Context: an optimization exercise on an open-source flow, tuned for small area and a short achievable clock period. The choices shown serve that exercise and are no tape-out recipe.
The RTL was checked by simulation tests, not by an equivalence proof against the original design.
Power is estimated from default activity; no workload was simulated.

## wip/yarrow
## TM_ALU
module TM_ALU (clk, reset, AvgTxLen, InstExed, CurTxLen, AvgTxLen_new, InstExed_new);
    input clk, reset;
    input [7:0] AvgTxLen, InstExed, CurTxLen;
    output [7:0] AvgTxLen_new, InstExed_new;
    reg a0_0, a0_1, a0_2, a0_3, a0_4, a0_5, a0_6, a0_7, i0_0, i0_1, i0_2, i0_3, i0_4, i0_5, i0_6, i0_7, t0_0, t0_1, t0_2, t0_3, t0_4, t0_5, t0_6, t0_7, i1_0, i1_1, i1_2, i1_3, i1_4, i1_5, i1_6, i1_7, sg1, a1_0, a1_1, a1_2, a1_3, a1_4, a1_5, a1_6, a1_7, r1_0, r1_1, r1_2, d1_4, d1_3, d1_2, d1_1, d1_0, i2_0, i2_1, i2_2, i2_3, i2_4, i2_5, i2_6, i2_7, sg2, a2_0, a2_1, a2_2, a2_3, a2_4, a2_5, a2_6, a2_7, q2_4, q2_3, q2_2, r2_0, r2_1, r2_2, r2_3, r2_4, r2_5, d2_1, d2_0, avg3_0, avg3_1, avg3_2, avg3_3, avg3_4, avg3_5, avg3_6, avg3_7, inst3_0, inst3_1, inst3_2, inst3_3, inst3_4, inst3_5, inst3_6, inst3_7;
  ...
Settings: LEC_CHECK=0, CAP_MARGIN=20, CORE_MARGIN=2, CORE_UTILIZATION=40, CTS_BUF_LIST=sky130_fd_sc_hd__clkbuf_16, CTS_CLUSTER_DIAMETER=500, CTS_CLUSTER_SIZE=100, SLEW_MARGIN=20, SYNTH_HIERARCHICAL=1; clock period 27.0 ns.
standard.sh (not shown) runs the stock make flow with config.mk's settings and CLKGATE_MAP_FILE= SYNTH_SCRIPT=/design/flow/synth_recipe.tcl, a recipe that flattens the netlist after the stock synthesis.
==> flow/flow/run.sh <==
#!/bin/bash
set -euo pipefail
export BUFFER_PORTS_ARGS="-buffer_cell sky130_fd_sc_hd__buf_1"
bash standard.sh > standard_flow.log 2>&1
Input changes introduced in wip/tundra (baseline for comparison: wip/yarrow):
==> flow/flow/run.sh <==
#!/bin/bash
set -euo pipefail
export BUFFER_PORTS_ARGS="-buffer_cell sky130_fd_sc_hd__buf_1"
export CTS_ARGS="-sink_clustering_enable -repair_clock_nets -dont_use_dummy_load -buf_list {sky130_fd_sc_hd__clkbuf_4 sky130_fd_sc_hd__clkbuf_8}"
bash standard.sh > standard_flow.log 2>&1
diff --git a/flow/config.mk b/flow/config.mk
--- a/flow/config.mk
+++ b/flow/config.mk
@@ -9,7 +9,4 @@
 export CORE_MARGIN = 2
 export CORE_UTILIZATION = 40
-export CTS_BUF_LIST = sky130_fd_sc_hd__clkbuf_16
-export CTS_CLUSTER_DIAMETER = 500
-export CTS_CLUSTER_SIZE = 100
 export SLEW_MARGIN = 20
 export SYNTH_HIERARCHICAL = 1
## What came out
Sort wip/tundra and wip/yarrow by clock power desc -> top: wip/yarrow. On sequential share of layout area: between wip/tundra and wip/yarrow, it ends up lower for wip/yarrow. The worst hold margin in wip/tundra sits 0.0036 ns above the value recorded for wip/yarrow.
Relative to wip/tundra, the following input files were edited for wip/violet:
==> flow/flow/run.sh <==
#!/bin/bash
set -euo pipefail
export BUFFER_PORTS_ARGS="-buffer_cell sky130_fd_sc_hd__buf_1"
export CTS_ARGS="-sink_clustering_enable -repair_clock_nets -dont_use_dummy_load -buf_list sky130_fd_sc_hd__clkbuf_8 -sink_clustering_size 30 -sink_clustering_max_diameter 200"
bash standard.sh > standard_flow.log 2>&1
## What came out
On via count, wip/violet tracks wip/tundra almost exactly. Diff wip/violet..wip/tundra | global-route wire length before repair | unchanged. Clock power delta (wip/tundra -> wip/violet): insignificant. Re cell area: no difference whatsoever between wip/tundra and wip/violet.

========
TM_ALU again, from the RTL that the note above started with.
==> flow/config.mk <==
export PLATFORM = sky130hd
export DESIGN_NAME = TM_ALU
export DESIGN_NICKNAME = TM_ALU
export VERILOG_FILES = /design/flow/design.v
export SDC_FILE = /design/flow/constraint.sdc
export NUM_CORES = 4
export LEC_CHECK = 0
export CAP_MARGIN = 20
export CORE_MARGIN = 2
export CORE_UTILIZATION = 40
export SLEW_MARGIN = 20
export SYNTH_HIERARCHICAL = 1
==> flow/constraint.sdc <==
create_clock -name core_clock -period 27.0 [get_ports {clk}]
set_input_delay 5.4000 -clock core_clock [delete_from_list [all_inputs] [get_ports {clk}]]
set_output_delay 5.4000 -clock core_clock [all_outputs]
set_load 0.01 [all_outputs]
==> flow/flow/run.sh <==
#!/bin/bash
set -euo pipefail
export BUFFER_PORTS_ARGS="-buffer_cell sky130_fd_sc_hd__buf_1"
export CTS_ARGS="-sink_clustering_enable -repair_clock_nets -dont_use_dummy_load -buf_list sky130_fd_sc_hd__clkbuf_8"
bash standard.sh > standard_flow.log 2>&1
Edit:
==> flow/flow/run.sh (replaced) <==
#!/bin/bash
set -euo pipefail
export BUFFER_PORTS_ARGS="-buffer_cell sky130_fd_sc_hd__buf_1"
bash standard.sh > standard_flow.log 2>&1
--- a/flow/config.mk
+++ b/flow/config.mk
@@ -9,4 +9,7 @@
 export CORE_MARGIN = 2
 export CORE_UTILIZATION = 40
+export CTS_BUF_LIST = sky130_fd_sc_hd__clkbuf_8
+export CTS_CLUSTER_DIAMETER = 100
+export CTS_CLUSTER_SIZE = 30
 export SLEW_MARGIN = 20
 export SYNTH_HIERARCHICAL = 1
Effect: Via count rose by 0.59%. Cell count came out higher by 1.3%. Final area increases by 2.3%. Register-to-register slack is better by 0.02 ns. Die area does not change. Wire length hardly moves. Clock power went up by 43%. Global-route usage barely changes. Synthesized cell count does not change. First-iteration DRC count went up by 3.2%.

[port drivers added, routing unchanged]
How much do the figures lean on ideal ports? The routed layouts below were timed once more, with nothing changed but the port constraints. Step 1 (the two cells are an assumption about what drives the block):
set clk [get_ports {clk}]
set_driving_cell -lib_cell sky130_fd_sc_hd__clkbuf_16 $clk
set_driving_cell -lib_cell sky130_fd_sc_hd__buf_2 [delete_from_list [all_inputs] $clk]
Step 2 adds t to the input delays and takes it off the output delays; t is the mean of the earliest and latest rising clock arrival at the registers after step 1. Input paths then give back, and output paths get back, about the clock's delay inside the block. Three values: no drivers, after step 1, after step 2; two values: the first two.
run | shift t [ns] | setup WS [ns] | hold WS [ns] | clock arrival spread, ns
wip/yarrow | 0.359 | 20.817 / 20.782 / 21.142 | 0.326 / 0.326 / 0.326 | 0.007 / 0.007
wip/tundra | 0.369 | 20.784 / 20.754 / 21.123 | 0.329 / 0.329 / 0.329 | 0.027 / 0.027
wip/violet | 0.369 | 20.784 / 20.754 / 21.123 | 0.329 / 0.329 / 0.329 | 0.027 / 0.027
the first run of note 2 | 0.369 | 20.784 / 20.754 / 21.123 | 0.329 / 0.329 / 0.329 | 0.027 / 0.027
the second run of note 2 | 0.377 | 20.784 / 20.754 / 21.131 | 0.332 / 0.332 / 0.332 | 0.013 / 0.013
After both steps every run listed still meets setup and hold.
